This design comes from an exercise in tuning for small area and a short achievable clock period on the open sky130 flow, not from production work. RTL that was checked went through simulation tests only; none was proved equivalent to the original. The RTL of run 4 was laid out without a check of its function. Power figures rest on the tool's default switching activity, not on a simulated workload.

[config.mk]
export PLATFORM = sky130hd
export DESIGN_NAME = fp_pipeline
export DESIGN_NICKNAME = fp_pipeline
export VERILOG_FILES = /design/flow/design.v
export SDC_FILE = /design/flow/constraint.sdc
export NUM_CORES = 4
export LEC_CHECK = 0
export CAP_MARGIN = 20
export CORE_MARGIN = 2
export CORE_UTILIZATION = 60
export CTS_BUF_LIST = sky130_fd_sc_hd__clkbuf_8
export PLACE_DENSITY = 0.8
export SETUP_SLACK_MARGIN = 3.2
export SLEW_MARGIN = 20
export TNS_END_PERCENT = 10
[standard.sh]
#!/bin/bash
# synth_recipe.tcl (not shown) runs the flow's synth.tcl, then flattens the netlist and writes it again
# the make line also repeats each setting of config.mk as NAME=value (left out here)
make -C /OpenROAD-flow-scripts/flow DESIGN_CONFIG=/design/flow/config.mk WORK_HOME=/design/flow/orfs CLKGATE_MAP_FILE= SYNTH_SCRIPT=/design/flow/synth_recipe.tcl "${@:-finish}"
[constraint.sdc]
create_clock -name core_clock -period 7.0 [get_ports {clk}]
set_input_delay 1.4000 -clock core_clock [delete_from_list [all_inputs] [get_ports {clk}]]
set_output_delay 1.4000 -clock core_clock [all_outputs]
set_load 0.01 [all_outputs]
[design.v]
module fpmul_exp (
    input  [4:0] ea, eb,
    input        valid,
    output [4:0] e5,
    output       z
);
    wire [5:0] ez = {1'b0, ea} + {1'b0, eb} - 6'd15;
    assign e5 = ez[4:0];
    assign z  = ez[5] | ~valid;
endmodule
module fpmul_norm (
    input  [11:0] r0, r1,
    input         c10,
    input  [4:0]  e5,
    input         z,
    input         s,
    output [15:0] r,
    output        hidden     
);
    wire [11:0] p = r0 + r1 + {11'b0, c10};
    wire [4:0] e = p[11] ? e5 + 5'd1 : e5;
    wire [9:0] f = p[11] ? p[10:1] : p[9:0];
    assign r = z ? 16'b0 : {s, e, f};
    assign hidden = ~z & (|e);
endmodule
module fpmul_tree (
    input  [9:0]  fa, fb,
    output [21:0] r0, r1
);
    wire t1, t2;
    assign t1 = (fa[0]&fb[9]) ^ (fa[1]&fb[8]);
    assign t2 = (fa[0]&fb[9]) & (fa[1]&fb[8]);
    wire t3, t4;
    assign t3 = (fa[1]&fb[9]) ^ (fa[2]&fb[8]) ^ (fa[3]&fb[7]);
    assign t4 = ((fa[1]&fb[9]) & (fa[2]&fb[8])) | ((fa[1]&fb[9]) & (fa[3]&fb[7])) | ((fa[2]&fb[8]) & (fa[3]&fb[7]));
    wire t5, t6;
    assign t5 = (fa[4]&fb[6]) ^ (fa[5]&fb[5]);
    assign t6 = (fa[4]&fb[6]) & (fa[5]&fb[5]);
    wire t7, t8;
    assign t7 = (fa[2]&fb[9]) ^ (fa[3]&fb[8]) ^ (fa[4]&fb[7]);
    assign t8 = ((fa[2]&fb[9]) & (fa[3]&fb[8])) | ((fa[2]&fb[9]) & (fa[4]&fb[7])) | ((fa[3]&fb[8]) & (fa[4]&fb[7]));
    wire t9, t10;
    assign t9 = (fa[5]&fb[6]) ^ (fa[6]&fb[5]);
    assign t10 = (fa[5]&fb[6]) & (fa[6]&fb[5]);
    wire t11, t12;
    assign t11 = (fa[3]&fb[9]) ^ (fa[4]&fb[8]) ^ (fa[5]&fb[7]);
    assign t12 = ((fa[3]&fb[9]) & (fa[4]&fb[8])) | ((fa[3]&fb[9]) & (fa[5]&fb[7])) | ((fa[4]&fb[8]) & (fa[5]&fb[7]));
    wire t13, t14;
    assign t13 = (fa[0]&fb[6]) ^ (fa[1]&fb[5]);
    assign t14 = (fa[0]&fb[6]) & (fa[1]&fb[5]);
    wire t15, t16;
    assign t15 = (fa[0]&fb[7]) ^ (fa[1]&fb[6]) ^ (fa[2]&fb[5]);
    assign t16 = ((fa[0]&fb[7]) & (fa[1]&fb[6])) | ((fa[0]&fb[7]) & (fa[2]&fb[5])) | ((fa[1]&fb[6]) & (fa[2]&fb[5]));
    wire t17, t18;
    assign t17 = (fa[3]&fb[4]) ^ (fa[4]&fb[3]);
    assign t18 = (fa[3]&fb[4]) & (fa[4]&fb[3]);
    wire t19, t20;
    assign t19 = (fa[0]&fb[8]) ^ (fa[1]&fb[7]) ^ (fa[2]&fb[6]);
    assign t20 = ((fa[0]&fb[8]) & (fa[1]&fb[7])) | ((fa[0]&fb[8]) & (fa[2]&fb[6])) | ((fa[1]&fb[7]) & (fa[2]&fb[6]));
    wire t21, t22;
    assign t21 = (fa[3]&fb[5]) ^ (fa[4]&fb[4]) ^ (fa[5]&fb[3]);
    assign t22 = ((fa[3]&fb[5]) & (fa[4]&fb[4])) | ((fa[3]&fb[5]) & (fa[5]&fb[3])) | ((fa[4]&fb[4]) & (fa[5]&fb[3]));
    wire t23, t24;
    assign t23 = (fa[6]&fb[2]) ^ (fa[7]&fb[1]);
    assign t24 = (fa[6]&fb[2]) & (fa[7]&fb[1]);
    wire t25, t26;
    assign t25 = t1 ^ (fa[2]&fb[7]) ^ (fa[3]&fb[6]);
    assign t26 = (t1 & (fa[2]&fb[7])) | (t1 & (fa[3]&fb[6])) | ((fa[2]&fb[7]) & (fa[3]&fb[6]));
    wire t27, t28;
    assign t27 = (fa[4]&fb[5]) ^ (fa[5]&fb[4]) ^ (fa[6]&fb[3]);
    assign t28 = ((fa[4]&fb[5]) & (fa[5]&fb[4])) | ((fa[4]&fb[5]) & (fa[6]&fb[3])) | ((fa[5]&fb[4]) & (fa[6]&fb[3]));
    wire t29, t30;
    assign t29 = (fa[7]&fb[2]) ^ (fa[8]&fb[1]) ^ (fa[9]&fb[0]);
    assign t30 = ((fa[7]&fb[2]) & (fa[8]&fb[1])) | ((fa[7]&fb[2]) & (fa[9]&fb[0])) | ((fa[8]&fb[1]) & (fa[9]&fb[0]));
    wire t31, t32;
    assign t31 = t2 ^ t3 ^ t5;
    assign t32 = (t2 & t3) | (t2 & t5) | (t3 & t5);
    wire t33, t34;
    assign t33 = (fa[6]&fb[4]) ^ (fa[7]&fb[3]) ^ (fa[8]&fb[2]);
    assign t34 = ((fa[6]&fb[4]) & (fa[7]&fb[3])) | ((fa[6]&fb[4]) & (fa[8]&fb[2])) | ((fa[7]&fb[3]) & (fa[8]&fb[2]));
    wire t35, t36;
    assign t35 = (fa[9]&fb[1]) ^ fa[0] ^ fb[0];
    assign t36 = ((fa[9]&fb[1]) & fa[0]) | ((fa[9]&fb[1]) & fb[0]) | (fa[0] & fb[0]);
    wire t37, t38;
    assign t37 = t4 ^ t6 ^ t7;
    assign t38 = (t4 & t6) | (t4 & t7) | (t6 & t7);
    wire t39, t40;
    assign t39 = t9 ^ (fa[7]&fb[4]) ^ (fa[8]&fb[3]);
    assign t40 = (t9 & (fa[7]&fb[4])) | (t9 & (fa[8]&fb[3])) | ((fa[7]&fb[4]) & (fa[8]&fb[3]));
    wire t41, t42;
    assign t41 = (fa[9]&fb[2]) ^ fa[1] ^ fb[1];
    assign t42 = ((fa[9]&fb[2]) & fa[1]) | ((fa[9]&fb[2]) & fb[1]) | (fa[1] & fb[1]);
    wire t43, t44;
    assign t43 = t8 ^ t10 ^ t11;
    assign t44 = (t8 & t10) | (t8 & t11) | (t10 & t11);
    wire t45, t46;
    assign t45 = (fa[6]&fb[6]) ^ (fa[7]&fb[5]) ^ (fa[8]&fb[4]);
    assign t46 = ((fa[6]&fb[6]) & (fa[7]&fb[5])) | ((fa[6]&fb[6]) & (fa[8]&fb[4])) | ((fa[7]&fb[5]) & (fa[8]&fb[4]));
    wire t47, t48;
    assign t47 = (fa[9]&fb[3]) ^ fa[2] ^ fb[2];
    assign t48 = ((fa[9]&fb[3]) & fa[2]) | ((fa[9]&fb[3]) & fb[2]) | (fa[2] & fb[2]);
    wire t49, t50;
    assign t49 = t12 ^ (fa[4]&fb[9]) ^ (fa[5]&fb[8]);
    assign t50 = (t12 & (fa[4]&fb[9])) | (t12 & (fa[5]&fb[8])) | ((fa[4]&fb[9]) & (fa[5]&fb[8]));
    wire t51, t52;
    assign t51 = (fa[6]&fb[7]) ^ (fa[7]&fb[6]) ^ (fa[8]&fb[5]);
    assign t52 = ((fa[6]&fb[7]) & (fa[7]&fb[6])) | ((fa[6]&fb[7]) & (fa[8]&fb[5])) | ((fa[7]&fb[6]) & (fa[8]&fb[5]));
    wire t53, t54;
    assign t53 = (fa[9]&fb[4]) ^ fa[3] ^ fb[3];
    assign t54 = ((fa[9]&fb[4]) & fa[3]) | ((fa[9]&fb[4]) & fb[3]) | (fa[3] & fb[3]);
    wire t55, t56;
    assign t55 = (fa[5]&fb[9]) ^ (fa[6]&fb[8]) ^ (fa[7]&fb[7]);
    assign t56 = ((fa[5]&fb[9]) & (fa[6]&fb[8])) | ((fa[5]&fb[9]) & (fa[7]&fb[7])) | ((fa[6]&fb[8]) & (fa[7]&fb[7]));
    wire t57, t58;
    assign t57 = (fa[8]&fb[6]) ^ (fa[9]&fb[5]) ^ fa[4];
    assign t58 = ((fa[8]&fb[6]) & (fa[9]&fb[5])) | ((fa[8]&fb[6]) & fa[4]) | ((fa[9]&fb[5]) & fa[4]);
    wire t59, t60;
    assign t59 = (fa[6]&fb[9]) ^ (fa[7]&fb[8]) ^ (fa[8]&fb[7]);
    assign t60 = ((fa[6]&fb[9]) & (fa[7]&fb[8])) | ((fa[6]&fb[9]) & (fa[8]&fb[7])) | ((fa[7]&fb[8]) & (fa[8]&fb[7]));
    wire t61, t62;
    assign t61 = (fa[0]&fb[4]) ^ (fa[1]&fb[3]);
    assign t62 = (fa[0]&fb[4]) & (fa[1]&fb[3]);
    wire t63, t64;
    assign t63 = (fa[0]&fb[5]) ^ (fa[1]&fb[4]) ^ (fa[2]&fb[3]);
    assign t64 = ((fa[0]&fb[5]) & (fa[1]&fb[4])) | ((fa[0]&fb[5]) & (fa[2]&fb[3])) | ((fa[1]&fb[4]) & (fa[2]&fb[3]));
    wire t65, t66;
    assign t65 = (fa[3]&fb[2]) ^ (fa[4]&fb[1]);
    assign t66 = (fa[3]&fb[2]) & (fa[4]&fb[1]);
    wire t67, t68;
    assign t67 = t13 ^ (fa[2]&fb[4]) ^ (fa[3]&fb[3]);
    assign t68 = (t13 & (fa[2]&fb[4])) | (t13 & (fa[3]&fb[3])) | ((fa[2]&fb[4]) & (fa[3]&fb[3]));
    wire t69, t70;
    assign t69 = (fa[4]&fb[2]) ^ (fa[5]&fb[1]) ^ (fa[6]&fb[0]);
    assign t70 = ((fa[4]&fb[2]) & (fa[5]&fb[1])) | ((fa[4]&fb[2]) & (fa[6]&fb[0])) | ((fa[5]&fb[1]) & (fa[6]&fb[0]));
    wire t71, t72;
    assign t71 = t14 ^ t15 ^ t17;
    assign t72 = (t14 & t15) | (t14 & t17) | (t15 & t17);
    wire t73, t74;
    assign t73 = (fa[5]&fb[2]) ^ (fa[6]&fb[1]) ^ (fa[7]&fb[0]);
    assign t74 = ((fa[5]&fb[2]) & (fa[6]&fb[1])) | ((fa[5]&fb[2]) & (fa[7]&fb[0])) | ((fa[6]&fb[1]) & (fa[7]&fb[0]));
    wire t75, t76;
    assign t75 = t16 ^ t18 ^ t19;
    assign t76 = (t16 & t18) | (t16 & t19) | (t18 & t19);
    wire t77, t78;
    assign t77 = t21 ^ t23 ^ (fa[8]&fb[0]);
    assign t78 = (t21 & t23) | (t21 & (fa[8]&fb[0])) | (t23 & (fa[8]&fb[0]));
    wire t79, t80;
    assign t79 = t20 ^ t22 ^ t24;
    assign t80 = (t20 & t22) | (t20 & t24) | (t22 & t24);
    wire t81, t82;
    assign t81 = t25 ^ t27 ^ t29;
    assign t82 = (t25 & t27) | (t25 & t29) | (t27 & t29);
    wire t83, t84;
    assign t83 = t26 ^ t28 ^ t30;
    assign t84 = (t26 & t28) | (t26 & t30) | (t28 & t30);
    wire t85, t86;
    assign t85 = t31 ^ t33 ^ t35;
    assign t86 = (t31 & t33) | (t31 & t35) | (t33 & t35);
    wire t87, t88;
    assign t87 = t32 ^ t34 ^ t36;
    assign t88 = (t32 & t34) | (t32 & t36) | (t34 & t36);
    wire t89, t90;
    assign t89 = t37 ^ t39 ^ t41;
    assign t90 = (t37 & t39) | (t37 & t41) | (t39 & t41);
    wire t91, t92;
    assign t91 = t38 ^ t40 ^ t42;
    assign t92 = (t38 & t40) | (t38 & t42) | (t40 & t42);
    wire t93, t94;
    assign t93 = t43 ^ t45 ^ t47;
    assign t94 = (t43 & t45) | (t43 & t47) | (t45 & t47);
    wire t95, t96;
    assign t95 = t44 ^ t46 ^ t48;
    assign t96 = (t44 & t46) | (t44 & t48) | (t46 & t48);
    wire t97, t98;
    assign t97 = t49 ^ t51 ^ t53;
    assign t98 = (t49 & t51) | (t49 & t53) | (t51 & t53);
    wire t99, t100;
    assign t99 = t50 ^ t52 ^ t54;
    assign t100 = (t50 & t52) | (t50 & t54) | (t52 & t54);
    wire t101, t102;
    assign t101 = t55 ^ t57 ^ fb[4];
    assign t102 = (t55 & t57) | (t55 & fb[4]) | (t57 & fb[4]);
    wire t103, t104;
    assign t103 = t56 ^ t58 ^ t59;
    assign t104 = (t56 & t58) | (t56 & t59) | (t58 & t59);
    wire t105, t106;
    assign t105 = (fa[9]&fb[6]) ^ fa[5] ^ fb[5];
    assign t106 = ((fa[9]&fb[6]) & fa[5]) | ((fa[9]&fb[6]) & fb[5]) | (fa[5] & fb[5]);
    wire t107, t108;
    assign t107 = t60 ^ (fa[7]&fb[9]) ^ (fa[8]&fb[8]);
    assign t108 = (t60 & (fa[7]&fb[9])) | (t60 & (fa[8]&fb[8])) | ((fa[7]&fb[9]) & (fa[8]&fb[8]));
    wire t109, t110;
    assign t109 = (fa[9]&fb[7]) ^ fa[6] ^ fb[6];
    assign t110 = ((fa[9]&fb[7]) & fa[6]) | ((fa[9]&fb[7]) & fb[6]) | (fa[6] & fb[6]);
    wire t111, t112;
    assign t111 = (fa[8]&fb[9]) ^ (fa[9]&fb[8]) ^ fa[7];
    assign t112 = ((fa[8]&fb[9]) & (fa[9]&fb[8])) | ((fa[8]&fb[9]) & fa[7]) | ((fa[9]&fb[8]) & fa[7]);
    wire t113, t114;
    assign t113 = (fa[0]&fb[3]) ^ (fa[1]&fb[2]);
    assign t114 = (fa[0]&fb[3]) & (fa[1]&fb[2]);
    wire t115, t116;
    assign t115 = t61 ^ (fa[2]&fb[2]) ^ (fa[3]&fb[1]);
    assign t116 = (t61 & (fa[2]&fb[2])) | (t61 & (fa[3]&fb[1])) | ((fa[2]&fb[2]) & (fa[3]&fb[1]));
    wire t117, t118;
    assign t117 = t62 ^ t63 ^ t65;
    assign t118 = (t62 & t63) | (t62 & t65) | (t63 & t65);
    wire t119, t120;
    assign t119 = t64 ^ t66 ^ t67;
    assign t120 = (t64 & t66) | (t64 & t67) | (t66 & t67);
    wire t121, t122;
    assign t121 = t68 ^ t70 ^ t71;
    assign t122 = (t68 & t70) | (t68 & t71) | (t70 & t71);
    wire t123, t124;
    assign t123 = t72 ^ t74 ^ t75;
    assign t124 = (t72 & t74) | (t72 & t75) | (t74 & t75);
    wire t125, t126;
    assign t125 = t76 ^ t78 ^ t79;
    assign t126 = (t76 & t78) | (t76 & t79) | (t78 & t79);
    wire t127, t128;
    assign t127 = t80 ^ t82 ^ t83;
    assign t128 = (t80 & t82) | (t80 & t83) | (t82 & t83);
    wire t129, t130;
    assign t129 = t84 ^ t86 ^ t87;
    assign t130 = (t84 & t86) | (t84 & t87) | (t86 & t87);
    wire t131, t132;
    assign t131 = t88 ^ t90 ^ t91;
    assign t132 = (t88 & t90) | (t88 & t91) | (t90 & t91);
    wire t133, t134;
    assign t133 = t92 ^ t94 ^ t95;
    assign t134 = (t92 & t94) | (t92 & t95) | (t94 & t95);
    wire t135, t136;
    assign t135 = t96 ^ t98 ^ t99;
    assign t136 = (t96 & t98) | (t96 & t99) | (t98 & t99);
    wire t137, t138;
    assign t137 = t100 ^ t102 ^ t103;
    assign t138 = (t100 & t102) | (t100 & t103) | (t102 & t103);
    wire t139, t140;
    assign t139 = t104 ^ t106 ^ t107;
    assign t140 = (t104 & t106) | (t104 & t107) | (t106 & t107);
    wire t141, t142;
    assign t141 = t108 ^ t110 ^ t111;
    assign t142 = (t108 & t110) | (t108 & t111) | (t110 & t111);
    wire t143, t144;
    assign t143 = t112 ^ (fa[9]&fb[9]) ^ fa[8];
    assign t144 = (t112 & (fa[9]&fb[9])) | (t112 & fa[8]) | ((fa[9]&fb[9]) & fa[8]);
    wire t145, t146;
    assign t145 = (fa[0]&fb[2]) ^ (fa[1]&fb[1]);
    assign t146 = (fa[0]&fb[2]) & (fa[1]&fb[1]);
    wire t147, t148;
    assign t147 = t113 ^ (fa[2]&fb[1]) ^ (fa[3]&fb[0]);
    assign t148 = (t113 & (fa[2]&fb[1])) | (t113 & (fa[3]&fb[0])) | ((fa[2]&fb[1]) & (fa[3]&fb[0]));
    wire t149, t150;
    assign t149 = t114 ^ t115 ^ (fa[4]&fb[0]);
    assign t150 = (t114 & t115) | (t114 & (fa[4]&fb[0])) | (t115 & (fa[4]&fb[0]));
    wire t151, t152;
    assign t151 = t116 ^ t117 ^ (fa[5]&fb[0]);
    assign t152 = (t116 & t117) | (t116 & (fa[5]&fb[0])) | (t117 & (fa[5]&fb[0]));
    wire t153, t154;
    assign t153 = t118 ^ t119 ^ t69;
    assign t154 = (t118 & t119) | (t118 & t69) | (t119 & t69);
    wire t155, t156;
    assign t155 = t120 ^ t121 ^ t73;
    assign t156 = (t120 & t121) | (t120 & t73) | (t121 & t73);
    wire t157, t158;
    assign t157 = t122 ^ t123 ^ t77;
    assign t158 = (t122 & t123) | (t122 & t77) | (t123 & t77);
    wire t159, t160;
    assign t159 = t124 ^ t125 ^ t81;
    assign t160 = (t124 & t125) | (t124 & t81) | (t125 & t81);
    wire t161, t162;
    assign t161 = t126 ^ t127 ^ t85;
    assign t162 = (t126 & t127) | (t126 & t85) | (t127 & t85);
    wire t163, t164;
    assign t163 = t128 ^ t129 ^ t89;
    assign t164 = (t128 & t129) | (t128 & t89) | (t129 & t89);
    wire t165, t166;
    assign t165 = t130 ^ t131 ^ t93;
    assign t166 = (t130 & t131) | (t130 & t93) | (t131 & t93);
    wire t167, t168;
    assign t167 = t132 ^ t133 ^ t97;
    assign t168 = (t132 & t133) | (t132 & t97) | (t133 & t97);
    wire t169, t170;
    assign t169 = t134 ^ t135 ^ t101;
    assign t170 = (t134 & t135) | (t134 & t101) | (t135 & t101);
    wire t171, t172;
    assign t171 = t136 ^ t137 ^ t105;
    assign t172 = (t136 & t137) | (t136 & t105) | (t137 & t105);
    wire t173, t174;
    assign t173 = t138 ^ t139 ^ t109;
    assign t174 = (t138 & t139) | (t138 & t109) | (t139 & t109);
    wire t175, t176;
    assign t175 = t140 ^ t141 ^ fb[7];
    assign t176 = (t140 & t141) | (t140 & fb[7]) | (t141 & fb[7]);
    wire t177, t178;
    assign t177 = t142 ^ t143 ^ fb[8];
    assign t178 = (t142 & t143) | (t142 & fb[8]) | (t143 & fb[8]);
    wire t179, t180;
    assign t179 = t144 ^ fa[9] ^ fb[9];
    assign t180 = (t144 & fa[9]) | (t144 & fb[9]) | (fa[9] & fb[9]);
    assign r0 = {1'b0, t180, t178, t176, t174, t172, t170, t168, t166, t164, t162, t160, t158, t156, t154, t152, t150, t148, t146, t145, (fa[0]&fb[1]), (fa[0]&fb[0])};
    assign r1 = {1'b0, 1'b1, t179, t177, t175, t173, t171, t169, t167, t165, t163, t161, t159, t157, t155, t153, t151, t149, t147, (fa[2]&fb[0]), (fa[1]&fb[0]), 1'b0};
endmodule
module fpadd_norm (
    input  [12:0] fz,
    input  [4:0]  er,
    input         sr,
    output reg [15:0] r,
    output reg        hidden    
);
    reg [3:0] lz;
    reg [12:0] n;
    reg [4:0] e;
    integer i;
    always @(*) begin
        lz = 4'd12;
        for (i = 0; i <= 12; i = i + 1)
            if (fz[i]) lz = 12 - i;
        n = fz << lz;
        e = er - {1'b0, lz} + 5'd1;
        if (fz == 13'b0) begin
            r = 16'b0;
            hidden = 1'b0;
        end else begin
            r = {sr, e, n[11:2]};
            hidden = |e;
        end
    end
endmodule
module fpadd_order (
    input  [14:0] a, b,
    output        a_big,
    output [3:0]  d,
    output        dz
);
    wire [4:0] ea = a[14:10], eb = b[14:10];
    wire [5:0] dab = {1'b0, ea} - {1'b0, eb};
    wire [4:0] dba = eb - ea;
    wire       b_egt = dab[5];
    wire       eeq = (ea == eb);
    wire       fge = a[9:0] >= b[9:0];
    assign a_big = ~b_egt & (~eeq | fge);
    wire [4:0] dd = b_egt ? dba : dab[4:0];
    assign d  = dd[3:0];
    assign dz = dd[4] | (dd[3] & dd[2]);
endmodule
module fpadd_align (
    input  [15:0] a, b,        
    input         ha, hb,      
    input         a_big,
    input  [3:0]  d,
    input         dz,
    output [12:0] fz,
    output [4:0]  er,
    output        sr
);
    wire [11:0] xa = {ha, a[9:0], 1'b0};
    wire [11:0] xb = {hb, b[9:0], 1'b0};
    wire [11:0] big = a_big ? xa : xb;
    wire [11:0] sml = a_big ? xb : xa;
    wire [11:0] sh  = dz ? 12'b0 : sml >> d;
    wire        sub = a[15] ^ b[15];
    assign fz = {1'b0, big} + ({1'b0, sh} ^ {13{sub}}) + {12'b0, sub};
    assign er = a_big ? a[14:10] : b[14:10];
    assign sr = a_big ? a[15] : b[15];
endmodule
module fp_pipeline (
    input wire clk,
    input wire reset,
    input wire pipe_en,
    input wire [15:0] in_scalar,
    input wire [15:0] in_batch,
    input wire [8:0] in_waddr,
    input wire in_wen,
    input wire in_valid,
    output wire out_we,
    output wire [8:0] out_waddr,
    output wire [15:0] out_data
);
reg proc_en;
always @(posedge clk) begin
    if (reset) proc_en <= 1'b0;
    else       proc_en <= pipe_en;
end
wire [4:0] e5_in;
wire       z_in;
fpmul_exp u_exp (.ea(in_scalar[14:10]), .eb(in_batch[14:10]), .valid(in_valid),
                 .e5(e5_in), .z(z_in));
reg [9:0] s1_fa, s1_fb;
reg [4:0] s1_e5;
reg       s1_s;
reg [8:0] s1_waddr;
reg       s1_z, s1_wen, s1_vw;
always @(posedge clk) begin
    if (proc_en) begin
        s1_fa    <= in_scalar[9:0];
        s1_fb    <= in_batch[9:0];
        s1_e5    <= e5_in;
        s1_s     <= in_scalar[15] ^ in_batch[15];
        s1_waddr <= in_waddr;
    end
end
always @(posedge clk) begin
    if (reset) begin
        s1_z <= 1'b1; s1_wen <= 1'b0; s1_vw <= 1'b0;
    end else if (proc_en) begin
        s1_z <= z_in; s1_wen <= in_wen; s1_vw <= in_valid | in_wen;
    end
end
wire [21:0] r0, r1;
fpmul_tree u_tree (.fa(s1_fa), .fb(s1_fb), .r0(r0), .r1(r1));
wire [9:0]  lo = {1'b0, r0[9:1]} + {1'b0, r1[9:1]};
reg [20:10] s2_r0;
reg [19:10] s2_r1;
reg         s2_c10;
reg [4:0]   s2_e5;
reg         s2_s;
reg [8:0]   s2_waddr;
reg         s2_z, s2_wen, s2_vw;
always @(posedge clk) begin
    if (proc_en) begin
        s2_r0    <= r0[20:10];
        s2_r1    <= r1[19:10];
        s2_c10   <= lo[9];
        s2_e5    <= s1_e5;
        s2_s     <= s1_s;
        s2_waddr <= s1_waddr;
    end
end
always @(posedge clk) begin
    if (reset) begin
        s2_z <= 1'b1; s2_wen <= 1'b0; s2_vw <= 1'b0;
    end else if (proc_en) begin
        s2_z <= s1_z; s2_wen <= s1_wen; s2_vw <= s1_vw;
    end
end
reg  [12:0] s4_fz;
reg  [4:0]  s4_er;
reg         s4_sr;
reg         s4_wen;
wire [15:0] sum;
wire        sum_h;
fpadd_norm u_anorm (.fz(s4_fz), .er(s4_er), .sr(s4_sr), .r(sum), .hidden(sum_h));
wire [15:0] prod;
wire        prod_h;
fpmul_norm u_mnorm (.r0({1'b0, s2_r0}), .r1({2'b01, s2_r1}), .c10(s2_c10),
                    .e5(s2_e5), .z(s2_z), .s(s2_s), .r(prod), .hidden(prod_h));
wire        g_next = s2_vw & ~s4_wen;
wire [14:0] c_next = g_next ? sum[14:0] : 15'b0;
wire        a_big;
wire [3:0]  d;
wire        dz;
fpadd_order u_order (.a(prod[14:0]), .b(c_next), .a_big(a_big), .d(d), .dz(dz));
reg [15:0] s3_p;
reg        s3_h, s3_g, s3_abig, s3_dz;
reg [3:0]  s3_d;
reg [8:0]  s3_waddr;
reg        s3_wen;
always @(posedge clk) begin
    if (proc_en) begin
        s3_p     <= prod;
        s3_h     <= prod_h;
        s3_g     <= g_next;
        s3_abig  <= a_big;
        s3_d     <= d;
        s3_dz    <= dz;
        s3_waddr <= s2_waddr;
    end
end
always @(posedge clk) begin
    if (reset)        s3_wen <= 1'b0;
    else if (proc_en) s3_wen <= s2_wen;
end
reg  [15:0] s5_sum;
reg         s5_h;
wire [15:0] c = {s5_sum[15], s3_g ? s5_sum[14:0] : 15'b0};
wire        c_h = s3_g & s5_h;
wire [12:0] fz;
wire [4:0]  er;
wire        sr;
fpadd_align u_align (.a(s3_p), .b(c), .ha(s3_h), .hb(c_h), .a_big(s3_abig),
                     .d(s3_d), .dz(s3_dz), .fz(fz), .er(er), .sr(sr));
reg [8:0] s4_waddr;
always @(posedge clk) begin
    if (proc_en) begin
        s4_fz    <= fz;
        s4_er    <= er;
        s4_sr    <= sr;
        s4_waddr <= s3_waddr;
    end
end
always @(posedge clk) begin
    if (reset)        s4_wen <= 1'b0;
    else if (proc_en) s4_wen <= s3_wen;
end
reg [8:0] s5_waddr;
reg       s5_wen;
always @(posedge clk) begin
    if (proc_en) begin
        s5_sum   <= sum;
        s5_h     <= sum_h;
        s5_waddr <= s4_waddr;
    end
end
always @(posedge clk) begin
    if (reset)        s5_wen <= 1'b0;
    else if (proc_en) s5_wen <= s4_wen;
end
assign out_we    = s5_wen;
assign out_waddr = s5_waddr;
assign out_data  = s5_sum;
endmodule
[flow/run.sh]
#!/bin/bash
# The standard layout (the standard.sh, unchanged synthesis and steps),
# except that the buffers it puts on every input and output port are
# sky130_fd_sc_hd__buf_1 cells instead of the flow's default choice.
set -e
cd "$(dirname "$0")/.."
export BUFFER_PORTS_ARGS="-buffer_cell sky130_fd_sc_hd__buf_1"
bash standard.sh > standard.log 2>&1
==> results of run 1 <==
metrics by stage:
stage	utilization	setup WS, ns	hold WS (ns)	total power, W
final	0.693	3.04	0.419	0.00306
after global routing	0.693	2.89	0.432	0.00326
after CTS	0.681	3.15	0.417	0.00303
after detailed placement	0.640	2.46	0.405	0.00228
after global placement	0.640	2.55	0.401	0.00225
after floorplan	-	2.99	0.400	0.00205
cell type report:
class / count / share of cell area
sequential: 169 / 0.369
clock inverter: 15 / 0.0128
inverter: 137 / 0.0381
timing repair buffer: 118 / 0.0503
clock buffer: 17 / 0.0173
tap: 265 / 0.0246
multi-input combinational: 721 / 0.488
worst paths after layout:
| path | startpoint | end | slack (ns) | cells after the start |
|---|---|---|---|---|
| min reg2reg | s1_s | s2_s | 0.42 | 0 |
| max | s4_fz[10] | s3_dz | 3.04 | 16 |
| min | s1_s | s2_s | 0.42 | 0 |
| max reg2reg | s4_fz[10] | s3_dz | 3.04 | 16 |
cell families (layout without fill, tap and decap cells):
group / Yosys count / after routing / share of synthesized area
multiplexers: 59 / 59 / 0.0546
AO/OA/AOI/OAI: 150 / 150 / 0.0847
buffers and inverters: 165 / 287 / 0.0552
adder cells (fa/ha/maj): 162 / 162 / 0.225
XOR/XNOR: 44 / 44 / 0.0324
AND/OR/NAND/NOR: 306 / 306 / 0.130
flip-flops: 169 / 169 / 0.418
critical path: stages (launching register included):
cell and delay, ns:
edfxtp_1 0.52, buf_6 0.17, buf_4 0.13, nor3_4 0.32, nand2_4 0.08, ha_4 0.30
ha_4 0.19, a21o_1 0.18, a21oi_4 0.14, xnor2_2 0.09, or3_4 0.39, ha_4 0.23
a21o_1 0.18, a31oi_4 0.23, mux2i_1 0.29, xnor2_1 0.11, a21o_1 0.16
synthesized netlist by cell type, drive strengths merged (18+ instances only):
master and count:
nand2 81, edfxtp 159, ha 75, mux2i 42, xnor2 24, o21ai 33
a21oi 34, inv 136, xor2 20, nor2 66, nor2b 24, fa 87
and2 75, nor3 18
metal layers:
metal | global-route usage | part of all wire | up-vias
met5 | 0 | 0 | -
met4 | 0.0966 | 0.032 | 0
met3 | 0.0411 | 0.047 | 51
met2 | 0.418 | 0.51 | 248
met1 | 0.289 | 0.41 | 3892
li1 | - | - | 3826
state kept, by name (all words and copies together), names as in the netlist, 9 cells and up:
register / count
s3_p: 16
s5_sum: 16
s4_fz: 13
s2_r0: 11
s1_fa: 10
s1_fb: 10
s2_r1: 10
s1_waddr: 9
s2_waddr: 9
s3_waddr: 9
s4_waddr: 9
s5_waddr: 9
power breakdown:
group	switching, W	leakage (nW)	internal [W]	total (W)
Clock	0.000411	0.202	0.000273	0.000684
Sequential	0.0000739	1.59	0.00124	0.00131
Combinational	0.000586	3.74	0.000483	0.00107
repair_timing:
item,4_1_cts,5_1_grt
setup endpoints to repair,10,11
setup buffers,29,13
cloned,0,1
resized for setup,33,22
pin swaps,17,16
==> impl_metrics.env, run 1 <==
export IMPL_final_hpwl_from_detailed_placement_um=17100
export IMPL_synthArstFlopShare=0
export IMPL_final_area_um2=13500
export IMPL_synth_top_cell_area_share=0.401
export IMPL_syn_num_nets=1263
export IMPL_syn_cell_area_um2=11900
export IMPL_design_die_area_um2=21000
export IMPL_via_count=8017
export IMPL_clock_latency_ns=0.46
export IMPL_power_per_cell_area_nw_per_um2=227
export IMPL_finalSetupViolations=0
export IMPL_detailedRoute_firstIterationViolations=512
export IMPL_finalClockSkew_ns=0.0162
export IMPL_cts_tree="done"
export IMPL_floorplan_rows=51
export IMPL_avgSynthCellArea_um2=11.3
export IMPL_die_w_um=145
export IMPL_synthDistinctLibCells=67
export IMPL_drt_first_pass_iters=5
export IMPL_wl_per_cell_um=16.6
export IMPL_vdd_drop_max_mv=0.133
export IMPL_cts_reportedPaths_clkPinSlew_ns=0.11
export IMPL_fraction_of_the_yosys_area_taken_by_sequential_cells=0.418
export IMPL_synth_edf_count=159
export IMPL_drc_errors=0
export IMPL_main_area_contributors_after_synthesis="edfxtp_1 (40%), fa_1 (15%), ha_1 (7.9%)"
export IMPL_start_util=0.612
export IMPL_final_cell_count_no_fill=1442
export IMPL_timing_critical_path_required_ns=7.23
export IMPL_multiInputGateArea_um2=6580
export IMPL_ys_flop_type="edfxtp_1"
export IMPL_tritoncts_num_buffers=17
export IMPL_vias_in_the_first_global_route=8090
export IMPL_worstSetupEndpointType="flop"
export IMPL_cts_root_buf="clkbuf_8"
export IMPL_ctsHoldBuffers=0
export IMPL_worst_path_max_fanout=4
export IMPL_min_path_type="reg -> reg"
export IMPL_grtUsageTotal=0.237
export IMPL_final_max_slew_viol_count=0
export IMPL_synth_seq_cells=169
export IMPL_clkSinkCount=169
export IMPL_final_min_clock_period_ns=3.96
export IMPL_finalWirelength_um=24000
export IMPL_max_slew_margin_rel=0.353
export IMPL_grt_antenna_before_repair=0
export IMPL_worst_pin_slew_ns=0.970
export IMPL_rsz_0062_raised_after_global_routing="yes"
export IMPL_cp_data_arrival_time_ns=4.19
export IMPL_cts_max_level=4
export IMPL_floorplan_die_height_um=145
export IMPL_worstSetupStartpointType="flop"
export IMPL_postRouteAntennaNets=0
export IMPL_period_utilization=0.566
export IMPL_layout_cells_most_common="edfxtp_1"
export IMPL_wire_length_of_the_first_global_routing_pass_um=38400
export IMPL_io_pin_count=72
export IMPL_syn_inst=1055
export IMPL_outcome="finished clean"
export IMPL_cap_violations=0
export IMPL_yosysWarnings=2
export IMPL_fin_tns_setup_ns=0
export IMPL_achievable_frequency_mhz=252
export IMPL_viasPerCell=5.56
export IMPL_grt_start_max_net_pins=87
export IMPL_power_leakage_nw=5.53
export IMPL_hold_viol=0
export IMPL_fp_coreArea_um2=19500
export IMPL_final_seq_area_um2=4980
export IMPL_criticalPathCategory="reg -> reg"
export IMPL_cts_root_to_sink_buffers=2
export IMPL_buffers_added_on_ports=71
export IMPL_gpl_final_weighted_congestion=0.923
export IMPL_mostFrequentLayoutCells="edfxtp_1 (159), inv_1 (135), fa_1 (85), nand2_1 (78), and2_1 (74)"
export IMPL_area_growth_syn_to_layout_pct=13.3
export IMPL_filler_cell_count=1410
export IMPL_grt_ovfl_total=0
export IMPL_placedCellCount=1366
export IMPL_layout_drive_gt1_share=0.133
export IMPL_placement_stage_cell_area_um2=12500
export IMPL_final_nets=1372
export IMPL_antenna_cells=0
export IMPL_synthDominantAreaCellType="edfxtp_1"
==> run 2: changes to the inputs <==
--- a/config.mk
+++ b/config.mk
@@ -9,5 +9,4 @@
 export CORE_MARGIN = 2
-export CORE_UTILIZATION = 60
-export CTS_BUF_LIST = sky130_fd_sc_hd__clkbuf_8
-export PLACE_DENSITY = 0.8
+export CORE_UTILIZATION = 65
+export PLACE_DENSITY = 0.85
 export SETUP_SLACK_MARGIN = 3.2
==> impl_metrics.env, run 2 <==
export IMPL_outcome="finished clean"
export IMPL_final_hpwl_from_detailed_placement_um=17600
export IMPL_grt_start_max_net_pins=92
export IMPL_area_growth_syn_to_layout_pct=14.1
export IMPL_achievable_frequency_mhz=247
export IMPL_cts_reportedPaths_clkPinSlew_ns=0.08
export IMPL_floorplan_rows=49
export IMPL_avgSynthCellArea_um2=11.3
export IMPL_reg2reg_slack_ns=2.95
export IMPL_layout_top_registers="s3_p: 16 flops, s5_sum: 16 flops, s4_fz: 13 flops"
export IMPL_cap_violations=0
export IMPL_comb_power_share=0.324
export IMPL_drc_errors=0
export IMPL_io_pin_count=72
export IMPL_hold_viol=0
export IMPL_max_slew_margin_rel=0.309
export IMPL_synthDominantAreaCellType="edfxtp_1"
export IMPL_internal_power_w=0.00220
export IMPL_synthDistinctLibCells=67
export IMPL_detailedRoute_firstIterationViolations=596
export IMPL_gpl_final_weighted_congestion=0.920
export IMPL_cells_traversed_along_the_worst_timing_path="buf_4, buf_4, nor3_4, buf_6, nand2_4, ha_4, ha_4, a21o_1, a21oi_2, xnor2_2, or3_4, ha_4, a21o_1, a31oi_4, mux2i_1, xnor2_1, a21o_1"
export IMPL_grt_antenna_before_repair=0
export IMPL_cp_slowest_cell="edfxtp_1"
export IMPL_finalWirelength_um=25200
export IMPL_worstSetupStartpointType="flop"
export IMPL_synthArstFlopShare=0
export IMPL_grt_ovfl_total=0
export IMPL_layout_cells_most_common="edfxtp_1"
export IMPL_cts_tree="done"
export IMPL_period_utilization=0.579
export IMPL_floorplan_die_height_um=139
export IMPL_switching_share=0.336
export IMPL_criticalPathCategory="reg -> reg"
export IMPL_wire_length_of_the_first_global_routing_pass_um=40300
export IMPL_synth_top_cells_by_count="edfxtp_1 (159), inv_1 (136), fa_1 (87)"
export IMPL_drt_first_pass_iters=5
export IMPL_buffers_added_on_ports=71
export IMPL_postLayoutSetupSlackWorst_ns=2.95
export IMPL_vdd_drop_max_mv=0.203
export IMPL_cts_max_level=4
export IMPL_finalClockSkew_ns=0.0141
export IMPL_cts_root_buf="clkbuf_16"
export IMPL_tritoncts_num_buffers=17
export IMPL_synth_seq_cells=169
export IMPL_viasPerCell=5.84
export IMPL_vias_in_the_first_global_route=8268
export IMPL_power_net_switching_w=0.00111
export IMPL_postRouteAntennaNets=0
export IMPL_synth_edf_count=159
export IMPL_utilization=0.757
export IMPL_final_nets=1373
export IMPL_critPathMaxStageDelay_ns=0.45
export IMPL_syn_cell_area_um2=11900
export IMPL_yosysWarnings=2
export IMPL_syn_inst=1055
export IMPL_finalSetupViolations=0
export IMPL_layout_drive_gt1_share=0.133
export IMPL_syn_num_nets=1263
export IMPL_fraction_of_the_yosys_area_taken_by_sequential_cells=0.418
export IMPL_clock_latency_ns=0.44
export IMPL_worst_path_max_fanout=5
export IMPL_power_leakage_nw=5.61
export IMPL_main_area_contributors_after_synthesis="edfxtp_1 (40%), fa_1 (15%), ha_1 (7.9%)"
export IMPL_fin_tns_setup_ns=0
export IMPL_grtUsageTotal=0.266
export IMPL_holdWs_ns=0.417
export IMPL_fp_coreArea_um2=18000
export IMPL_worst_pin_slew_ns=1.04
export IMPL_timing_critical_path_required_ns=7.19
export IMPL_sequentialPowerShare=0.397
export IMPL_clkSinkCount=169
export IMPL_final_min_clock_period_ns=4.05
export IMPL_synth_top_cell_area_share=0.401
export IMPL_rsz_0062_raised_after_global_routing="yes"
export IMPL_worstSetupEndpointType="flop"
export IMPL_die_w_um=139
export IMPL_mostFrequentLayoutCells="edfxtp_1 (159), inv_1 (132), fa_1 (85), nand2_1 (78), and2_1 (74)"
export IMPL_final_max_slew_viol_count=0
export IMPL_min_path_type="reg -> reg"
export IMPL_ys_flop_type="edfxtp_1"
export IMPL_wl_per_cell_um=17.9
export IMPL_cp_data_arrival_time_ns=4.24
export IMPL_clock_power_share=0.279
export IMPL_via_count=8223
export IMPL_power_per_cell_area_nw_per_um2=244
export IMPL_ctsHoldBuffers=0
export IMPL_start_util=0.663
export IMPL_design_die_area_um2=19400
export IMPL_antenna_cells=0
export IMPL_cts_root_to_sink_buffers=2
export IMPL_synth_most_common_cell="edfxtp_1"
export IMPL_dp_slack_ns=2.43
==> run 2: cell counts after synthesis <==
No cell type changed its count.
==> run 2: critical path: cells and delay by family (launching register included) <==
kind	cells	cell delay (ns)
adders and majority gates	3	0.70
and+or+nand+nor	3	0.69
muxes	1	0.27
AOI/OAI and AO/OA	5	0.97
buffers and inverters	3	0.47
xor gates and xnor gates	2	0.25
DFF	1	0.45
==> run 2: power groups by stage <==
stage | Sequential [W] | Combinational (W) | Clock, W
4_1_cts | 0.00131 | 0.00102 | 0.000937
2_1_floorplan | 0.00132 | 0.000735 | 0
5_1_grt | 0.00132 | 0.00120 | 0.000978
3_5_place_dp | 0.00135 | 0.000935 | 0
3_3_place_gp | 0.00135 | 0.000894 | 0
6_report | 0.00132 | 0.00107 | 0.000924
==> run 2: logic make-up after synthesis <==
| kind of cell | synth area share |
|---|---|
| adders and majority gates | 0.225 |
| AOI/OAI and AO/OA | 0.0847 |
| and+or+nand+nor | 0.130 |
| buffers and inverters | 0.0552 |
| muxes | 0.0546 |
| xor gates and xnor gates | 0.0324 |
| DFF | 0.418 |
==> run 2: what timing repair did <==
| item | in CTS | in global routing |
|---|---|---|
| setup buffers | 31 | 14 |
| gates resized for setup | 27 | 26 |
| setup endpoints to repair | 12 | 10 |
| pin swaps | 14 | 13 |
==> run 2: worst paths after layout <==
kind | from | end | cells after the start
setup / recovery | s4_fz[9] | s3_dz | 17
hold / removal | s1_waddr[4] | s2_waddr[4] | 0
setup reg to reg | s4_fz[9] | s3_dz | 17
hold reg to reg | s1_waddr[4] | s2_waddr[4] | 0
==> run 2: final cells by class <==
cell class | count | area, um^2
Clock buffer | 17 | 425
Clock inverter | 15 | 174
Fill cell | 1121 | 4370
Inverter | 137 | 514
Multi-Input combinational cell | 721 | 6570
Sequential cell | 169 | 4980
Tap cell | 229 | 287
Timing Repair Buffer | 119 | 644
==> run 2: routing by layer <==
| layer | GRT usage | share of wire | up-vias |
|---|---|---|---|
| met5 | 0 | 0 | - |
| met3 | 0.0413 | 0.050 | 80 |
| met4 | 0.123 | 0.042 | 0 |
| met1 | 0.318 | 0.39 | 4009 |
| met2 | 0.475 | 0.52 | 310 |
| li1 | - | - | 3824 |
==> run 2: per-stage QoR <==
| step | cells | area (um^2) | total power, W |
|---|---|---|---|
| after global routing | 1407 | 13600 | 0.00350 |
| final | 1407 | 13600 | 0.00331 |
| after floorplan | 1055 | 12000 | 0.00205 |
| after global placement | 1330 | 12400 | 0.00224 |
| after detailed placement | 1330 | 12400 | 0.00228 |
| after CTS | 1393 | 13400 | 0.00328 |
==> run 3: changes to the inputs <==
==> run.sh (new file) <==
#!/bin/bash
# synth_recipe.tcl (not shown) runs the flow's synth.tcl, then flattens the netlist and writes it again
# the make line also repeats each setting of config.mk as NAME=value (left out here)
make -C /OpenROAD-flow-scripts/flow DESIGN_CONFIG=/design/flow/config.mk WORK_HOME=/design/flow/orfs CLKGATE_MAP_FILE= SYNTH_SCRIPT=/design/flow/synth_recipe.tcl finish
--- a/config.mk
+++ b/config.mk
@@ -9,4 +9,4 @@
 export CORE_MARGIN = 2
-export CORE_UTILIZATION = 65
-export PLACE_DENSITY = 0.85
+export CORE_UTILIZATION = 60
+export PLACE_DENSITY = 0.8
 export SETUP_SLACK_MARGIN = 3.2
removed: flow/run.sh
removed: standard.sh
==> impl_metrics.env, run 3 <==
export IMPL_syn_num_nets=1263
export IMPL_power_leakage_nw=6.01
export IMPL_worst_path_max_fanout=5
export IMPL_final_min_clock_period_ns=3.91
export IMPL_cp_data_arrival_time_ns=4.10
export IMPL_worstSetupEndpointType="flop"
export IMPL_layout_drive_gt1_share=0.163
export IMPL_sequentialPowerShare=0.384
export IMPL_drt_first_pass_iters=5
export IMPL_final_max_slew_viol_count=0
export IMPL_yosysWarnings=2
export IMPL_synth_top_cell_area_share=0.401
export IMPL_detailedRoute_firstIterationViolations=509
export IMPL_hold_viol=0
export IMPL_criticalPathCategory="reg -> reg"
export IMPL_synthArstFlopShare=0
export IMPL_syn_cell_area_um2=11900
export IMPL_floorplan_rows=51
export IMPL_cts_reportedPaths_clkPinSlew_ns=0.07
export IMPL_start_util=0.612
export IMPL_filler_cell_count=1300
export IMPL_timing_critical_path_required_ns=7.18
export IMPL_clock_latency_ns=0.43
export IMPL_power_net_switching_w=0.00111
export IMPL_io_pin_count=72
export IMPL_synth_edf_count=159
export IMPL_outcome="finished clean"
export IMPL_dp_slack_ns=2.45
export IMPL_vias_in_the_first_global_route=7968
export IMPL_via_count=8195
export IMPL_tritoncts_num_buffers=17
export IMPL_drc_errors=0
export IMPL_finalWirelength_um=24500
export IMPL_buffers_added_on_ports=71
export IMPL_switching_share=0.326
export IMPL_grt_antenna_before_repair=0
export IMPL_fin_tns_setup_ns=0
export IMPL_wire_length_of_the_first_global_routing_pass_um=38400
export IMPL_synth_seq_cells=169
export IMPL_achievable_frequency_mhz=256
export IMPL_postLayoutSetupSlackWorst_ns=3.09
export IMPL_fp_coreArea_um2=19500
export IMPL_min_path_type="reg -> reg"
export IMPL_worst_pin_slew_ns=1.04
export IMPL_rsz_0062_raised_after_global_routing="yes"
export IMPL_viasPerCell=5.53
export IMPL_finalClockSkew_ns=0.0135
export IMPL_ctsHoldBuffers=0
export IMPL_max_slew_margin_rel=0.308
export IMPL_final_hpwl_from_detailed_placement_um=17600
export IMPL_avgSynthCellArea_um2=11.3
export IMPL_floorplan_die_height_um=145
export IMPL_mostFrequentLayoutCells="edfxtp_1 (159), inv_1 (134), fa_1 (85), buf_4 (82), nand2_1 (78)"
export IMPL_synth_most_common_cell="edfxtp_1"
export IMPL_comb_power_share=0.333
export IMPL_cts_root_to_sink_buffers=2
export IMPL_synth_top_cells_by_count="edfxtp_1 (159), inv_1 (136), fa_1 (87)"
export IMPL_syn_inst=1055
export IMPL_cts_max_level=4
export IMPL_internal_power_w=0.00230
export IMPL_finalSetupViolations=0
export IMPL_grt_ovfl_total=0
export IMPL_synthDominantAreaCellType="edfxtp_1"
export IMPL_clkSinkCount=169
export IMPL_synthDistinctLibCells=67
export IMPL_worstSetupStartpointType="flop"
export IMPL_cts_root_buf="clkbuf_16"
export IMPL_grt_start_max_net_pins=92
export IMPL_cap_violations=0
export IMPL_power_per_cell_area_nw_per_um2=236
export IMPL_utilization=0.741
export IMPL_ys_flop_type="edfxtp_1"
export IMPL_main_area_contributors_after_synthesis="edfxtp_1 (40%), fa_1 (15%), ha_1 (7.9%)"
export IMPL_final_nets=1412
export IMPL_design_die_area_um2=21000
export IMPL_vdd_drop_max_mv=0.204
export IMPL_placement_stage_cell_area_um2=12900
export IMPL_layout_top_registers="s3_p: 16 flops, s5_sum: 16 flops, s4_fz: 13 flops"
export IMPL_placedCellCount=1366
export IMPL_die_w_um=145
export IMPL_final_area_um2=14400
export IMPL_antenna_cells=0
export IMPL_postRouteAntennaNets=0
export IMPL_fraction_of_the_yosys_area_taken_by_sequential_cells=0.418
export IMPL_gpl_final_weighted_congestion=0.903
export IMPL_grtUsageTotal=0.240
export IMPL_wl_per_cell_um=16.6
export IMPL_final_cell_count_no_fill=1482
export IMPL_area_growth_syn_to_layout_pct=21.2
export IMPL_clock_power_share=0.283
export IMPL_layout_cells_most_common="edfxtp_1"
export IMPL_period_utilization=0.559
export IMPL_cts_tree="done"
run 3: routing by layer:
layer,up-vias,track usage,share of wire
met5,-,0,0
met4,0,0.0935,0.038
met3,65,0.0395,0.043
met2,267,0.418,0.51
met1,3955,0.300,0.41
li1,3908,-,-
run 3: power by group through the flow:
stage | clock network [W] | registers [W] | logic (W)
global placement | 0 | 0.00135 | 0.000930
floorplan | 0 | 0.00132 | 0.000735
finish | 0.000966 | 0.00131 | 0.00113
global route | 0.00102 | 0.00132 | 0.00127
detailed placement | 0 | 0.00135 | 0.000959
CTS | 0.000984 | 0.00131 | 0.00106
run 3: through the flow:
step | power, W | hold WS [ns]
floorplan | 0.00205 | 0.400
global placement | 0.00228 | 0.400
detailed placement | 0.00231 | 0.405
CTS | 0.00336 | 0.422
global route | 0.00361 | 0.428
finish | 0.00341 | 0.420
run 3: area by class of cell:
cell class | instances | area (um^2) | area share
Tap cell | 265 | 332 | 0.0230
Timing Repair Buffer | 158 | 1390 | 0.0960
Clock inverter | 15 | 200 | 0.0139
Multi-Input combinational cell | 721 | 6600 | 0.457
Sequential cell | 169 | 4980 | 0.345
Inverter | 137 | 514 | 0.0356
Clock buffer | 17 | 425 | 0.0295
run 3: final timing paths:
path | from | to | slack [ns] | depth (start not counted)
max | s4_fz[10] | s3_dz | 3.09 | 17
min | s3_waddr[8] | s4_waddr[8] | 0.42 | 0
max reg2reg | s4_fz[10] | s3_dz | 3.09 | 17
min reg2reg | s3_waddr[8] | s4_waddr[8] | 0.42 | 0
run 3: cells by family after synthesis:
logic type               count (synthesis)  share of synthesized area
AO/OA/AOI/OAI                          150                     0.0847
buffers and inverters                  165                     0.0552
flip-flops                             169                      0.418
adder cells (fa/ha/maj)                162                      0.225
AND/OR/NAND/NOR                        306                      0.130
XOR/XNOR                                44                     0.0324
multiplexers                            59                     0.0546
run 3: worst max-delay path, stage by stage (launching register included):
cell      delay, ns
edfxtp_1       0.49
buf_4          0.19
nor4_4         0.19
o31ai_2        0.13
and2_4         0.17
ha_4           0.26
inv_2          0.04
ha_4           0.15
a21o_1         0.18
a21oi_2        0.16
xnor2_2        0.09
or3_4          0.38
ha_4           0.25
a21o_1         0.17
a31oi_4        0.24
mux2i_1        0.26
xnor2_1        0.11
a21o_1         0.18
run 3: repair_timing:
action / 4_1_cts / 5_1_grt
endpoints found under the setup margin: 12 / 9
pin swaps: 23 / 20
buffers inserted: 37 / 47
gates resized for setup: 33 / 26
==> run 4: changes to the inputs <==
--- a/design.v
+++ b/design.v
@@ -16,4 +16,3 @@
     input         s,
-    output [15:0] r,
-    output        hidden     
+    output [15:0] r
 );
@@ -23,3 +22,2 @@
     assign r = z ? 16'b0 : {s, e, f};
-    assign hidden = ~z & (|e);
 endmodule
@@ -306,4 +304,3 @@
     input         sr,
-    output reg [15:0] r,
-    output reg        hidden    
+    output reg [15:0] r
 );
@@ -319,9 +316,6 @@
         e = er - {1'b0, lz} + 5'd1;
-        if (fz == 13'b0) begin
+        if (fz == 13'b0)
             r = 16'b0;
-            hidden = 1'b0;
-        end else begin
+        else
             r = {sr, e, n[11:2]};
-            hidden = |e;
-        end
     end
@@ -440,8 +434,6 @@
 wire [15:0] sum;
-wire        sum_h;
-fpadd_norm u_anorm (.fz(s4_fz), .er(s4_er), .sr(s4_sr), .r(sum), .hidden(sum_h));
+fpadd_norm u_anorm (.fz(s4_fz), .er(s4_er), .sr(s4_sr), .r(sum));
 wire [15:0] prod;
-wire        prod_h;
 fpmul_norm u_mnorm (.r0({1'b0, s2_r0}), .r1({2'b01, s2_r1}), .c10(s2_c10),
-                    .e5(s2_e5), .z(s2_z), .s(s2_s), .r(prod), .hidden(prod_h));
+                    .e5(s2_e5), .z(s2_z), .s(s2_s), .r(prod));
 wire        g_next = s2_vw & ~s4_wen;
@@ -453,3 +445,3 @@
 reg [15:0] s3_p;
-reg        s3_h, s3_g, s3_abig, s3_dz;
+reg        s3_g, s3_abig, s3_dz;
 reg [3:0]  s3_d;
@@ -460,3 +452,2 @@
         s3_p     <= prod;
-        s3_h     <= prod_h;
         s3_g     <= g_next;
@@ -473,5 +464,4 @@
 reg  [15:0] s5_sum;
-reg         s5_h;
 wire [15:0] c = {s5_sum[15], s3_g ? s5_sum[14:0] : 15'b0};
-wire        c_h = s3_g & s5_h;
+wire        c_h = s3_g & (|s5_sum[14:10]);
 wire [12:0] fz;
@@ -479,3 +469,3 @@
 wire        sr;
-fpadd_align u_align (.a(s3_p), .b(c), .ha(s3_h), .hb(c_h), .a_big(s3_abig),
+fpadd_align u_align (.a(s3_p), .b(c), .ha(|s3_p[14:10]), .hb(c_h), .a_big(s3_abig),
                      .d(s3_d), .dz(s3_dz), .fz(fz), .er(er), .sr(sr));
@@ -499,3 +489,2 @@
         s5_sum   <= sum;
-        s5_h     <= sum_h;
         s5_waddr <= s4_waddr;
==> flow/run.sh (new file) <==
#!/bin/bash
# The standard layout (the standard.sh, unchanged synthesis and steps),
# except that the buffers it puts on every input and output port are
# sky130_fd_sc_hd__buf_1 cells instead of the flow's default choice.
set -e
cd "$(dirname "$0")/.."
export BUFFER_PORTS_ARGS="-buffer_cell sky130_fd_sc_hd__buf_1"
bash standard.sh > standard.log 2>&1
==> standard.sh (new file) <==
#!/bin/bash
# synth_recipe.tcl (not shown) runs the flow's synth.tcl, then flattens the netlist and writes it again
# the make line also repeats each setting of config.mk as NAME=value (left out here)
make -C /OpenROAD-flow-scripts/flow DESIGN_CONFIG=/design/flow/config.mk WORK_HOME=/design/flow/orfs CLKGATE_MAP_FILE= SYNTH_SCRIPT=/design/flow/synth_recipe.tcl "${@:-finish}"
--- a/config.mk
+++ b/config.mk
@@ -11,3 +11,3 @@
 export PLACE_DENSITY = 0.8
-export SETUP_SLACK_MARGIN = 3.2
+export SETUP_SLACK_MARGIN = 3.0
 export SLEW_MARGIN = 20
removed: run.sh
==> impl_metrics.env, run 4 <==
export IMPL_outcome="finished clean"
export IMPL_gpl_final_weighted_congestion=0.902
export IMPL_grt_antenna_before_repair=0
export IMPL_synth_top_cell_area_share=0.388
export IMPL_criticalPathCategory="reg -> reg"
export IMPL_clkSinkCount=167
export IMPL_drt_first_pass_iters=5
export IMPL_grt_ovfl_total=0
export IMPL_drc_errors=0
export IMPL_fraction_of_the_yosys_area_taken_by_sequential_cells=0.404
export IMPL_finalWirelength_um=25800
export IMPL_fp_coreArea_um2=20000
export IMPL_synthDistinctLibCells=74
export IMPL_max_slew_margin_rel=0.302
export IMPL_worstSetupEndpointType="flop"
export IMPL_cp_slowest_cell="edfxtp_1"
export IMPL_viasPerCell=5.79
export IMPL_hold_viol=0
export IMPL_antenna_cells=0
export IMPL_worst_pin_slew_ns=1.05
export IMPL_synth_most_common_cell="edfxtp_1"
export IMPL_cap_violations=0
export IMPL_finalClockSkew_ns=0.0141
export IMPL_vias_in_the_first_global_route=8538
export IMPL_vdd_drop_max_mv=0.160
export IMPL_detailedRoute_firstIterationViolations=688
export IMPL_achievable_frequency_mhz=242
export IMPL_design_die_area_um2=21400
export IMPL_finalSetupViolations=0
export IMPL_cts_tree="done"
export IMPL_area_growth_syn_to_layout_pct=13.5
export IMPL_cts_max_level=4
export IMPL_avgSynthCellArea_um2=11.2
export IMPL_cells_traversed_along_the_worst_timing_path="buf_6, nor4_4, o31a_1, nor2_4, ha_4, inv_1, ha_2, fa_2, xnor2_1, or3_4, inv_2, ha_4, o211ai_1, buf_4, a211oi_4, or3_1, a22o_1"
export IMPL_ctsHoldBuffers=0
export IMPL_synthArstFlopShare=0
export IMPL_min_path_type="reg -> reg"
export IMPL_worstSetupStartpointType="flop"
export IMPL_worst_path_most_repeated_cell="ha_4"
export IMPL_wl_per_cell_um=17.6
export IMPL_layout_cells_most_common="edfxtp_1"
export IMPL_post_layout_total_power_w=0.00337
export IMPL_filler_cell_count=1491
export IMPL_grtUsageTotal=0.248
export IMPL_period_utilization=0.591
export IMPL_rsz_0062_raised_after_global_routing="yes"
export IMPL_synth_top_cells_by_count="edfxtp_1 (157), inv_1 (135), fa_1 (87)"
export IMPL_final_min_clock_period_ns=4.14
export IMPL_power_per_cell_area_nw_per_um2=244
export IMPL_tritoncts_num_buffers=17
export IMPL_layout_drive_gt1_share=0.134
export IMPL_layout_top_registers="s3_p: 16 flops, s5_sum: 16 flops, s4_fz: 13 flops"
export IMPL_cts_reportedPaths_clkPinSlew_ns=0.07
export IMPL_fin_tns_setup_ns=0
export IMPL_cts_root_buf="clkbuf_16"
export IMPL_io_pin_count=72
export IMPL_floorplan_rows=52
export IMPL_via_count=8500
export IMPL_syn_num_nets=1292
export IMPL_start_util=0.607
export IMPL_cts_root_to_sink_buffers=2
export IMPL_final_max_slew_viol_count=0
export IMPL_cp_data_arrival_time_ns=4.32
export IMPL_power_leakage_nw=5.56
export IMPL_syn_inst=1084
export IMPL_syn_cell_area_um2=12200
export IMPL_final_hpwl_from_detailed_placement_um=18500
export IMPL_buffers_added_on_ports=71
export IMPL_synth_seq_cells=167
export IMPL_clock_latency_ns=0.43
export IMPL_synth_edf_count=157
export IMPL_floorplan_die_height_um=146
export IMPL_grt_start_max_net_pins=88
export IMPL_die_w_um=146
export IMPL_critPathMaxStageDelay_ns=0.51
export IMPL_worst_path_max_fanout=6
export IMPL_wire_length_of_the_first_global_routing_pass_um=42200
export IMPL_mostFrequentLayoutCells="edfxtp_1 (157), inv_1 (131), fa_1 (85), and2_1 (76), buf_1 (71)"
export IMPL_main_area_contributors_after_synthesis="edfxtp_1 (39%), fa_1 (14%), ha_1 (7.7%)"
export IMPL_ys_flop_type="edfxtp_1"
export IMPL_final_nets=1393
export IMPL_yosysWarnings=2
export IMPL_timing_critical_path_required_ns=7.19
export IMPL_postRouteAntennaNets=0
export IMPL_synthDominantAreaCellType="edfxtp_1"
==> run 4: worst paths after layout <==
kind | endpoint | slack (ns) | depth (start not counted) | from
setup reg to reg | s3_dz | 2.86 | 17 | s4_fz[6]
hold reg to reg | s5_waddr[3] | 0.42 | 0 | s4_waddr[3]
hold / removal | s5_waddr[3] | 0.42 | 0 | s4_waddr[3]
setup / recovery | s3_dz | 2.86 | 17 | s4_fz[6]
==> run 4: kinds of logic (layout without fill, tap and decap cells) <==
family                     Yosys count  count (layout)  share of synthesized area
and+or+nand+nor                    321             321                      0.139
AOI/OAI and AO/OA                  179             179                      0.100
buffers and inverters              168             282                     0.0546
DFF                                167             167                      0.404
adders and majority gates          162             162                      0.220
muxes                               47              47                     0.0524
xor gates and xnor gates            40              40                     0.0288
==> run 4: timing repair <==
action                     in CTS  in global routing
setup endpoints to repair      10                 13
buffers inserted               11                 27
resized for setup              15                 35
pin swaps                       3                 17
hold endpoints to repair        0                  0
==> run 4: worst max-delay path, delay by kind of cell (launching register included) <==
kind | cells | cell delay [ns]
XOR/XNOR | 1 | 0.17
flip-flops | 1 | 0.51
AND/OR/NAND/NOR | 4 | 1.12
AO/OA/AOI/OAI | 4 | 0.61
buffers and inverters | 4 | 0.46
adder cells (fa/ha/maj) | 4 | 1.01
==> run 4: routing by layer <==
metal,track usage,share of wire,vias to the layer above
li1,-,-,3997
met5,0,0,-
met3,0.0484,0.052,67
met2,0.426,0.50,304
met4,0.0791,0.026,0
met1,0.320,0.42,4132
==> run 4: through the flow <==
step,cells,setup slack [ns],instance area (um^2),util,hold slack (ns)
6_report,1468,2.86,13800,0.689,0.420
3_5_place_dp,1398,2.24,12600,0.631,0.405
4_1_cts,1441,2.75,13400,0.669,0.421
3_3_place_gp,1398,2.49,12600,0.631,0.400
5_1_grt,1468,2.73,13800,0.689,0.418
2_1_floorplan,1084,2.98,12200,-,0.400
==> run 4: area by class of cell <==
class | instances | area [um^2] | share of cell area
Clock buffer | 17 | 425 | 0.0308
Inverter | 138 | 522 | 0.0378
Tap cell | 270 | 338 | 0.0245
Timing Repair Buffer | 112 | 594 | 0.0430
Clock inverter | 15 | 179 | 0.0130
Multi-Input combinational cell | 749 | 6830 | 0.495
Sequential cell | 167 | 4920 | 0.356
==> run 4: power by group <==
group | switching [W] | leakage [nW] | internal (W)
combinational | 0.000611 | 3.70 | 0.000509
sequential | 0.0000954 | 1.57 | 0.00123
clock | 0.000444 | 0.290 | 0.000481
total | 0.00115 | 5.56 | 0.00222

==> separate check: timing with driven ports <==
How much do the figures lean on ideal ports? The routed layouts below were timed once more, with nothing changed but the port constraints. Step 1 assumes that a clkbuf_16 drives the clock port and a buf_2 every other input. Step 2 moves the port delays by t, midway between the first and last clock arrival at a register: inputs arrive t later, outputs are due t later. That takes back most of the time a late clock gives input paths. Slacks: ideal / step 1 / step 2; pairs: ideal / step 1.
| run | t (ns) | setup WS [ns] | hold WS [ns] | worst setup path at the end | cell pins on the clock port's net |
|---|---|---|---|---|---|
| run 1 | 0.495 | 3.037 / 3.037 / 3.037 | 0.419 / 0.419 / 0.419 | register to register | 1 |
| run 2 | 0.477 | 2.947 / 2.947 / 2.947 | 0.417 / 0.417 / 0.417 | register to register | 1 |
| run 3 | 0.471 | 3.089 / 3.089 / 3.089 | 0.420 / 0.420 / 0.420 | register to register | 1 |
| run 4 | 0.473 | 2.863 / 2.863 / 2.863 | 0.420 / 0.420 / 0.420 | register to register | 1 |
After both steps setup and hold are still met in every run listed.
